From an optimization exercise on the open Yosys and OpenROAD flow, aimed at small area and a short achievable clock period; shortcuts taken in it are not production practice.
Only simulation tests tie the RTL to the original design; equivalence was not proved.

--- design.v ---
`default_nettype none
module fdiv_norm (
  input  wire [31:0] x1,
  input  wire [31:0] x2,
  output wire        s,     
  output wire        z,     
  output wire [22:0] a,     
  output wire [22:0] b,     
  output wire signed [5:0] g,  
  output wire [ 8:0] e      
);
  wire [7:0] e1 = x1[30:23];
  wire [7:0] e2 = x2[30:23];
  wire [23:0] m1 = {|e1, x1[22:0]};
  wire [23:0] m2 = {|e2, x2[22:0]};
  function automatic [4:0] lzc24(input [23:0] m);
    integer i;
    begin
      lzc24 = 5'd24;
      for (i = 0; i < 24; i = i + 1)
        if (m[i]) lzc24 = 5'd23 - i[4:0];
    end
  endfunction
  wire [4:0] lz1 = lzc24(m1);
  wire [4:0] lz2 = lzc24(m2);
  wire [23:0] a1 = m1 << lz1;
  wire [23:0] b1 = m2 << lz2;
  assign s = x1[31] ^ x2[31];
  assign z = ~(|m1) | ~(|m2);
  assign a = a1[22:0];
  assign b = b1[22:0];
  assign g = {1'b0, lz2} - {1'b0, lz1};
  assign e = {1'b0, e1} - {1'b0, e2} + (z ? 9'd103 : 9'd126 + {{3{g[5]}}, g});
endmodule
module fdiv_srt0 (
  input  wire [22:0] a,
  input  wire [22:0] b,
  output wire [26:0] s_o,
  output wire [26:0] c_o
);
  wire [26:0] y = {4'b0001, a};
  wire [26:0] d = {4'b1110, ~b};
  assign s_o = y ^ d;
  assign c_o = {y[25:0] & d[25:0], 1'b1};
endmodule
module fdiv_srt (
  input  wire [26:0] s,
  input  wire [26:0] c,
  input  wire [22:0] b,
  output wire [26:0] s_o,
  output wire [26:0] c_o,
  output wire        qp,    
  output wire        qn     
);
  wire [26:0] ys = {s[25:0], 1'b0};
  wire [26:0] yc = {c[25:0], 1'b0};
  wire [3:0] est = s[25:22] + c[25:22];
  assign qp = ~est[3];
  assign qn = est[3] & ~(&est);
  wire [22:0] sel = qp ? ~b : qn ? b : 23'd0;
  wire [26:0] d = {qp, qp, qp, qn, sel};
  assign s_o = ys ^ yc ^ d;
  assign c_o = {(ys[25:0] & yc[25:0]) | (ys[25:0] & d[25:0]) | (yc[25:0] & d[25:0]), qp};
endmodule
module fdiv_rca #(parameter W = 8) (
  input  wire [W-1:0] x,
  input  wire [W-1:0] y,
  input  wire         ci,
  output wire [W-1:0] s
);
  wire [W:0] c;
  assign c[0] = ci;
  genvar i;
  generate
    for (i = 0; i < W; i = i + 1) begin : bit_
      assign s[i]   = x[i] ^ y[i] ^ c[i];
      assign c[i+1] = (x[i] & y[i]) | (x[i] & c[i]) | (y[i] & c[i]);
    end
  endgenerate
endmodule
module fdiv_post (
  input  wire [26:0] s,
  input  wire [26:0] c,
  input  wire [23:0] qp,    
  input  wire [23:0] qn,
  input  wire [22:0] b,
  input  wire signed [5:0] g,
  input  wire [ 8:0] e,
  input  wire        z,
  input  wire        sg,
  output wire [31:0] y
);
  wire [23:0] bf  = {1'b1, b};
  wire        neg = g[5];
  wire [4:0]  gi  = ~g[4:0];              
  wire [23:0] bs  = neg ? 24'd0 : {1'b0, bf[23:1]} >> g[4:0];
  wire [24:0] oh  = neg ? (25'd1 << gi) : 25'd0;
  wire [25:0] keep = neg ? ~((26'd2 << gi) - 26'd1) : {26{1'b1}};
  wire [26:0] k_s = s ^ c ^ {3'd0, bs};
  wire [26:0] k_c = {(s[25:0] & c[25:0]) | (s[25:0] & {2'd0, bs}) | (c[25:0] & {2'd0, bs}), 1'b0};
  wire [26:0] t;
  fdiv_rca #(27) add_t (.x(k_s), .y(k_c), .ci(1'b0), .s(t));
  wire        c_lo = ~t[26];
  wire [26:0] u;
  fdiv_rca #(27) add_u (.x(t), .y(~{3'd0, bf}), .ci(1'b1), .s(u));
  wire        c_hi = ~u[26];
  wire [25:0] xa = {2'b01, qp};
  wire [25:0] xb = {2'b01, ~qn};
  wire [25:0] xo = {1'b0, oh};
  wire [25:0] x_s = xa ^ xb ^ xo;
  wire [25:0] x_c = {(xa[24:0] & xb[24:0]) | (xa[24:0] & xo[24:0]) | (xb[24:0] & xo[24:0]), 1'b0};
  wire [25:0] x;
  fdiv_rca #(26) add_x (.x(x_s), .y(x_c), .ci(1'b0), .s(x));
  wire [25:0] x0 = {~x[25], x[24:0]};
  wire [25:0] x1 = x0 + 26'd1;
  wire [25:0] x2 = x0 + 26'd2;
  wire [25:0] v  = c_hi ? x2 : c_lo ? x1 : x0;
  wire [25:0] vm  = v & keep;
  wire [22:0] m   = v[25] ? vm[24:2] : v[24] ? vm[23:1] : vm[22:0];
  wire [8:0]  e1  = e + 9'd1;
  wire [8:0]  e2  = e + 9'd2;
  wire [8:0]  ec  = z ? e : v[25] ? e2 : v[24] ? e1 : e;
  wire        inf = (ec == 9'd255);
  wire        dnm = ec[8] | (ec == 9'd0);
  assign y = {sg, dnm ? 8'd0 : inf ? 8'd255 : ec[7:0], (inf | dnm | z) ? 23'd0 : m};
endmodule
`default_nettype wire
module fdiv_stream (
    input wire clk,
    input wire rstn,
    input wire in_valid,
    input wire [31:0] in_x1,
    input wire [31:0] in_x2,
    output reg out_valid,
    output reg [31:0] out_y );
    reg v_q;
    reg [31:0] x1_q;
    reg [31:0] x2_q;
    always @(posedge clk) begin
        if (~rstn) v_q <= 1'b0; else v_q <= in_valid;
        x1_q <= in_x1;
        x2_q <= in_x2;
    end
    wire n_s, n_z;
    wire [22:0] n_a, n_b;
    wire signed [5:0] n_g;
    wire [8:0] n_e;
    fdiv_norm norm0 (.x1(x1_q), .x2(x2_q), .s(n_s), .z(n_z), .a(n_a), .b(n_b), .g(n_g), .e(n_e));
    wire [26:0] d1_s, d1_c;
    fdiv_srt0 d1 (.a(n_a), .b(n_b), .s_o(d1_s), .c_o(d1_c));
    wire [26:0] d2_s, d2_c; wire d2_p, d2_n;
    fdiv_srt d2 (.s(d1_s), .c(d1_c), .b(n_b), .s_o(d2_s), .c_o(d2_c), .qp(d2_p), .qn(d2_n));
    wire [26:0] d3_s, d3_c; wire d3_p, d3_n;
    fdiv_srt d3 (.s(d2_s), .c(d2_c), .b(n_b), .s_o(d3_s), .c_o(d3_c), .qp(d3_p), .qn(d3_n));
    wire [26:0] d4_s, d4_c; wire d4_p, d4_n;
    fdiv_srt d4 (.s(d3_s), .c(d3_c), .b(n_b), .s_o(d4_s), .c_o(d4_c), .qp(d4_p), .qn(d4_n));
    wire [26:0] d5_s, d5_c; wire d5_p, d5_n;
    fdiv_srt d5 (.s(d4_s), .c(d4_c), .b(n_b), .s_o(d5_s), .c_o(d5_c), .qp(d5_p), .qn(d5_n));
    wire [26:0] d6_s, d6_c; wire d6_p, d6_n;
    fdiv_srt d6 (.s(d5_s), .c(d5_c), .b(n_b), .s_o(d6_s), .c_o(d6_c), .qp(d6_p), .qn(d6_n));
    wire [26:0] d7_s, d7_c; wire d7_p, d7_n;
    fdiv_srt d7 (.s(d6_s), .c(d6_c), .b(n_b), .s_o(d7_s), .c_o(d7_c), .qp(d7_p), .qn(d7_n));
    wire [26:0] d8_s, d8_c; wire d8_p, d8_n;
    fdiv_srt d8 (.s(d7_s), .c(d7_c), .b(n_b), .s_o(d8_s), .c_o(d8_c), .qp(d8_p), .qn(d8_n));
    wire [26:0] d9_s, d9_c; wire d9_p, d9_n;
    fdiv_srt d9 (.s(d8_s), .c(d8_c), .b(n_b), .s_o(d9_s), .c_o(d9_c), .qp(d9_p), .qn(d9_n));
    wire [26:0] d10_s, d10_c; wire d10_p, d10_n;
    fdiv_srt d10 (.s(d9_s), .c(d9_c), .b(n_b), .s_o(d10_s), .c_o(d10_c), .qp(d10_p), .qn(d10_n));
    wire [26:0] d11_s, d11_c; wire d11_p, d11_n;
    fdiv_srt d11 (.s(d10_s), .c(d10_c), .b(n_b), .s_o(d11_s), .c_o(d11_c), .qp(d11_p), .qn(d11_n));
    reg v_1;
    reg s_1;
    reg z_1;
    reg [22:0] b_1;
    reg signed [5:0] g_1;
    reg [8:0] e_1;
    reg [26:0] ws_1;
    reg [26:0] wc_1;
    reg [9:0] qp_1;
    reg [9:0] qn_1;
    always @(posedge clk) begin
        if (~rstn) v_1 <= 1'b0; else v_1 <= v_q;
        s_1 <= n_s;
        z_1 <= n_z;
        b_1 <= n_b;
        g_1 <= n_g;
        e_1 <= n_e;
        ws_1 <= d11_s;
        wc_1 <= d11_c;
        qp_1 <= {{{{{{{{{d2_p, d3_p}, d4_p}, d5_p}, d6_p}, d7_p}, d8_p}, d9_p}, d10_p}, d11_p};
        qn_1 <= {{{{{{{{{d2_n, d3_n}, d4_n}, d5_n}, d6_n}, d7_n}, d8_n}, d9_n}, d10_n}, d11_n};
    end
    wire [26:0] d12_s, d12_c; wire d12_p, d12_n;
    fdiv_srt d12 (.s(ws_1), .c(wc_1), .b(b_1), .s_o(d12_s), .c_o(d12_c), .qp(d12_p), .qn(d12_n));
    wire [26:0] d13_s, d13_c; wire d13_p, d13_n;
    fdiv_srt d13 (.s(d12_s), .c(d12_c), .b(b_1), .s_o(d13_s), .c_o(d13_c), .qp(d13_p), .qn(d13_n));
    wire [26:0] d14_s, d14_c; wire d14_p, d14_n;
    fdiv_srt d14 (.s(d13_s), .c(d13_c), .b(b_1), .s_o(d14_s), .c_o(d14_c), .qp(d14_p), .qn(d14_n));
    wire [26:0] d15_s, d15_c; wire d15_p, d15_n;
    fdiv_srt d15 (.s(d14_s), .c(d14_c), .b(b_1), .s_o(d15_s), .c_o(d15_c), .qp(d15_p), .qn(d15_n));
    wire [26:0] d16_s, d16_c; wire d16_p, d16_n;
    fdiv_srt d16 (.s(d15_s), .c(d15_c), .b(b_1), .s_o(d16_s), .c_o(d16_c), .qp(d16_p), .qn(d16_n));
    wire [26:0] d17_s, d17_c; wire d17_p, d17_n;
    fdiv_srt d17 (.s(d16_s), .c(d16_c), .b(b_1), .s_o(d17_s), .c_o(d17_c), .qp(d17_p), .qn(d17_n));
    wire [26:0] d18_s, d18_c; wire d18_p, d18_n;
    fdiv_srt d18 (.s(d17_s), .c(d17_c), .b(b_1), .s_o(d18_s), .c_o(d18_c), .qp(d18_p), .qn(d18_n));
    wire [26:0] d19_s, d19_c; wire d19_p, d19_n;
    fdiv_srt d19 (.s(d18_s), .c(d18_c), .b(b_1), .s_o(d19_s), .c_o(d19_c), .qp(d19_p), .qn(d19_n));
    wire [26:0] d20_s, d20_c; wire d20_p, d20_n;
    fdiv_srt d20 (.s(d19_s), .c(d19_c), .b(b_1), .s_o(d20_s), .c_o(d20_c), .qp(d20_p), .qn(d20_n));
    wire [26:0] d21_s, d21_c; wire d21_p, d21_n;
    fdiv_srt d21 (.s(d20_s), .c(d20_c), .b(b_1), .s_o(d21_s), .c_o(d21_c), .qp(d21_p), .qn(d21_n));
    reg v_2;
    reg s_2;
    reg z_2;
    reg [22:0] b_2;
    reg signed [5:0] g_2;
    reg [8:0] e_2;
    reg [26:0] ws_2;
    reg [26:0] wc_2;
    reg [19:0] qp_2;
    reg [19:0] qn_2;
    always @(posedge clk) begin
        if (~rstn) v_2 <= 1'b0; else v_2 <= v_1;
        s_2 <= s_1;
        z_2 <= z_1;
        b_2 <= b_1;
        g_2 <= g_1;
        e_2 <= e_1;
        ws_2 <= d21_s;
        wc_2 <= d21_c;
        qp_2 <= {{{{{{{{{{qp_1, d12_p}, d13_p}, d14_p}, d15_p}, d16_p}, d17_p}, d18_p}, d19_p}, d20_p}, d21_p};
        qn_2 <= {{{{{{{{{{qn_1, d12_n}, d13_n}, d14_n}, d15_n}, d16_n}, d17_n}, d18_n}, d19_n}, d20_n}, d21_n};
    end
    wire [26:0] d22_s, d22_c; wire d22_p, d22_n;
    fdiv_srt d22 (.s(ws_2), .c(wc_2), .b(b_2), .s_o(d22_s), .c_o(d22_c), .qp(d22_p), .qn(d22_n));
    wire [26:0] d23_s, d23_c; wire d23_p, d23_n;
    fdiv_srt d23 (.s(d22_s), .c(d22_c), .b(b_2), .s_o(d23_s), .c_o(d23_c), .qp(d23_p), .qn(d23_n));
    wire [26:0] d24_s, d24_c; wire d24_p, d24_n;
    fdiv_srt d24 (.s(d23_s), .c(d23_c), .b(b_2), .s_o(d24_s), .c_o(d24_c), .qp(d24_p), .qn(d24_n));
    wire [26:0] d25_s, d25_c; wire d25_p, d25_n;
    fdiv_srt d25 (.s(d24_s), .c(d24_c), .b(b_2), .s_o(d25_s), .c_o(d25_c), .qp(d25_p), .qn(d25_n));
    wire [31:0] y;
    fdiv_post post0 (.s(d25_s), .c(d25_c), .qp({{{{qp_2, d22_p}, d23_p}, d24_p}, d25_p}), .qn({{{{qn_2, d22_n}, d23_n}, d24_n}, d25_n}), .b(b_2), .g(g_2), .e(e_2), .z(z_2), .sg(s_2), .y(y));
    always @(posedge clk) begin
        if (~rstn) out_valid <= 1'b0; else out_valid <= v_2;
        out_y <= y;
    end
endmodule
--- run.sh ---
#!/bin/bash
# synth_recipe.tcl (not shown) runs the flow's synth.tcl, then flattens the netlist and writes it again
# the make line also repeats each setting of config.mk as NAME=value (left out here)
make -C /OpenROAD-flow-scripts/flow DESIGN_CONFIG=/design/flow/config.mk WORK_HOME=/design/flow/orfs CLKGATE_MAP_FILE= SYNTH_SCRIPT=/design/flow/synth_recipe.tcl finish
--- config.mk ---
export PLATFORM = sky130hd
export DESIGN_NAME = fdiv_stream
export DESIGN_NICKNAME = fdiv_stream
export VERILOG_FILES = /design/flow/design.v
export SDC_FILE = /design/flow/constraint.sdc
export NUM_CORES = 4
export LEC_CHECK = 0
export CAP_MARGIN = 20
export CORE_MARGIN = 2
export CORE_UTILIZATION = 40
export SLEW_MARGIN = 20
--- constraint.sdc ---
create_clock -name core_clock -period 170.0 [get_ports {clk}]
set_input_delay 34.0000 -clock core_clock [delete_from_list [all_inputs] [get_ports {clk}]]
set_output_delay 34.0000 -clock core_clock [all_outputs]
set_load 0.01 [all_outputs]
==> run summary <==
status finished clean; Clk Latency, worst-skew pair about 0.57 ns; fin crit period between 30 and 40 ns; Synth warnings 2; share of the synthesized area in the top cell type about a third; register bit total from synthesis 340; vias in the first global route 30,200; largest net degree at the start of global routing 48; Post-synth EDFFs 0; first-pass GRT wire length 168,000 um; register area share after synthesis 17.2%; met1 Use GR 28.0%; Via Count 29,400; Buffers on Ports 99; postcts setup bufs 0; worst setup margin roughly 130 ns; core area 0.0981 mm2; commonest cells in the synthesized netlist 652 x fa_1, 593 x inv_1, 372 x nor2_1; Startpoint Class flop; worst clock skew between 0.015 and 0.02 ns; gr usage total 20.5%; Num CTS Buffers 37; WL final between 100,000 and 150,000 um; worst hold slack ~0.31 ns; crit path max fanout 1; Tcrit/Tclk final 20.8%; fin nets 5,126; final cell count without fillers 5,579; Wirelength per Cell 18.3 um; Post-route DRC 0; clock sink count 340; initial antenna violation count 1; setup tns final 0 ns; Chip Width 318 um; global route hottest layer met2; FMAX approximately 0.028 GHz; critical path arrival approximately 1.4 ns; critical path endpoint category output port; Initial Utilization a little over 40%; Mapped Cells 4,357; worst min path class reg2reg; CP Cell Sequence clkdlybuf4s50_1; CP Buf/Inv Count 1; clock-pin transition on the worst setup and hold timing paths ~0.06 ns; Post-CTS Resized 0; number of max-cap violations 0; Area Overhead vs Synth 8.47%; top post-synthesis cells by area fa_1 33%, dfxtp_1 17%, mux2i_1 6.5%; RSZ-0062 raised after global routing no; Setup CP Type reg2out; cell family with most CP delay buffers and inverters; most numerous cell in the Yosys netlist fa_1; GRT overflow 0; # rows 115; Routed Antenna Nets 0; Avg Inst Size Synth 9.07 um2; met3 GRT Util approximately 1.7%; pre-CTS WS 135.16 ns; layout cell share with drive strength beyond 1 between 5 and 6%; synthesized net count 5,220; number of diodes 0; final hold viol count 0; post-DP HPWL 80,900 um; CTS Buffer Depth 3; Iter 0 DRT Violations around 2,100; Worst Path Required 136.00 ns; die height 318 um; GR Layer Usage met2 34.7%; H-tree lvl count 2; Post-Syn Area just under 0.04 mm2; Slew @ Worst Pin 1.09 ns; Critical-path top delay cell clkdlybuf4s50_1; slew margin rel. 26.4%; TritonRoute pass-1 iters 6; Die ar. 0.101 mm2; CTS tree yes; Synth async-reset ratio 0%; hold_buf cts 0; critical path's largest stage delay ~0.54 ns; setup violators final 0; clk root buf clkbuf_16; GP Congestion 0.954; Placed Instances 5,511; area leader, netlist fa_1; Via density 5.27; max-slew violation count 0; Top FF cell, synth dfxtp_1; Ports 100; synth unique cells 91
==> final cells by class <==
class	count	area (um2)
Inverter	601	2260
Timing Repair Buffer	165	1490
Clock inverter	24	330
Tap cell	1287	1610
Clock buffer	44	982
Sequential cell	340	6810
Fill cell	9619	55300
Multi-Input combinational cell	3118	29400
==> registers in the layout (all words and copies together), names as in the netlist, 6 cells and up <==
register  cells
b_1          23
out_y        32
qn_2         20
b_2          23
ws_2         26
wc_2         24
qp_1         10
g_1           6
wc_1         24
ws_1         26
g_2           6
e_1           9
e_2           9
qp_2         20
x2_q         32
x1_q         32
qn_1         10
==> cell usage in the layout, fill, tap and decap left out, types with 15 or more instances in the layout <==
master / instances
fa_1: 652
o211ai_1: 25
a211o_1: 16
buf_4: 66
xnor2_1: 76
nor3_1: 46
nand2_1: 350
clkdlybuf4s50_1: 99
xor2_1: 60
clkbuf_16: 37
mux2i_1: 256
a21o_1: 34
a31oi_1: 23
a21oi_1: 344
a211oi_1: 24
and3_1: 23
nor2_1: 372
o22ai_1: 16
dfxtp_1: 339
and2_1: 16
nor4_1: 25
nand2b_1: 24
nor2b_1: 24
ha_1: 144
inv_1: 593
mux2_2: 25
or3_1: 15
o21ai_0: 236
nand3_1: 56
==> cells by family after synthesis <==
family	count (synthesis)	share of synthesized area, %
xor gates and xnor gates	159	4.12
buffers and inverters	899	8.66
AOI/OAI and AO/OA	830	12.3
muxes	298	8.08
adders and majority gates	801	37.7
DFF	340	17.2
and+or+nand+nor	1030	11.8
==> metal layers <==
| metal | up-vias | routed length (um) |
|---|---|---|
| met3 | 117 | 4320 |
| met1 | 14600 | 45600 |
| met2 | 689 | 49300 |
| met4 | 0 | 2690 |
| li1 | 14000 | - |
| met5 | - | 0 |
==> path summary, 6_finish.rpt <==
kind                            slack, ns                to                 start  cells past startpoint
worst max-delay path               134.58         out_y[22]  out_y[22]$_SDFF_PP0_                      1
worst min-delay path                 0.31  qp_2[13]$_DFF_P_       qp_1[3]$_DFF_P_                      0
worst max register to register     140.47  ws_1[19]$_DFF_P_       x2_q[1]$_DFF_P_                    108
worst min register to register       0.31  qp_2[13]$_DFF_P_       qp_1[3]$_DFF_P_                      0
==> metrics by stage <==
step | util (%) | instance area [um2]
after floorplan | - | 39500
after global placement | 42.3 | 41500
after detailed placement | 42.3 | 41500
after CTS | 43.7 | 42800
after global routing | 43.7 | 42800
final | 43.7 | 42800

## afterwards: timing with drivers on the ports
The flow's constraints put no driver on any port. The routed layout listed below was extracted and timed again, unchanged, in two steps.
Step 1: set_driving_cell puts a clkbuf_16 on clk and a buf_2 on each other input, an assumption about the parent block.
Step 2 also shifts input and output timing later by t, the mid clock arrival at the registers, as if the neighbouring blocks saw the same clock.
Three values: ideal, step 1, step 2; two values: the first two.
shift t [ns]: 0.633
setup slack, ns: 134.577 / 134.509 / 135.142
hold slack, ns: 0.314 / 0.314 / 0.314
slew at the worst register clock pin (ns): 0.07 / 0.07
After both steps setup and hold are still met in this run. For this run, drivers alone change the setup slack by -0.068 ns; drivers and shift together by +0.565 ns.
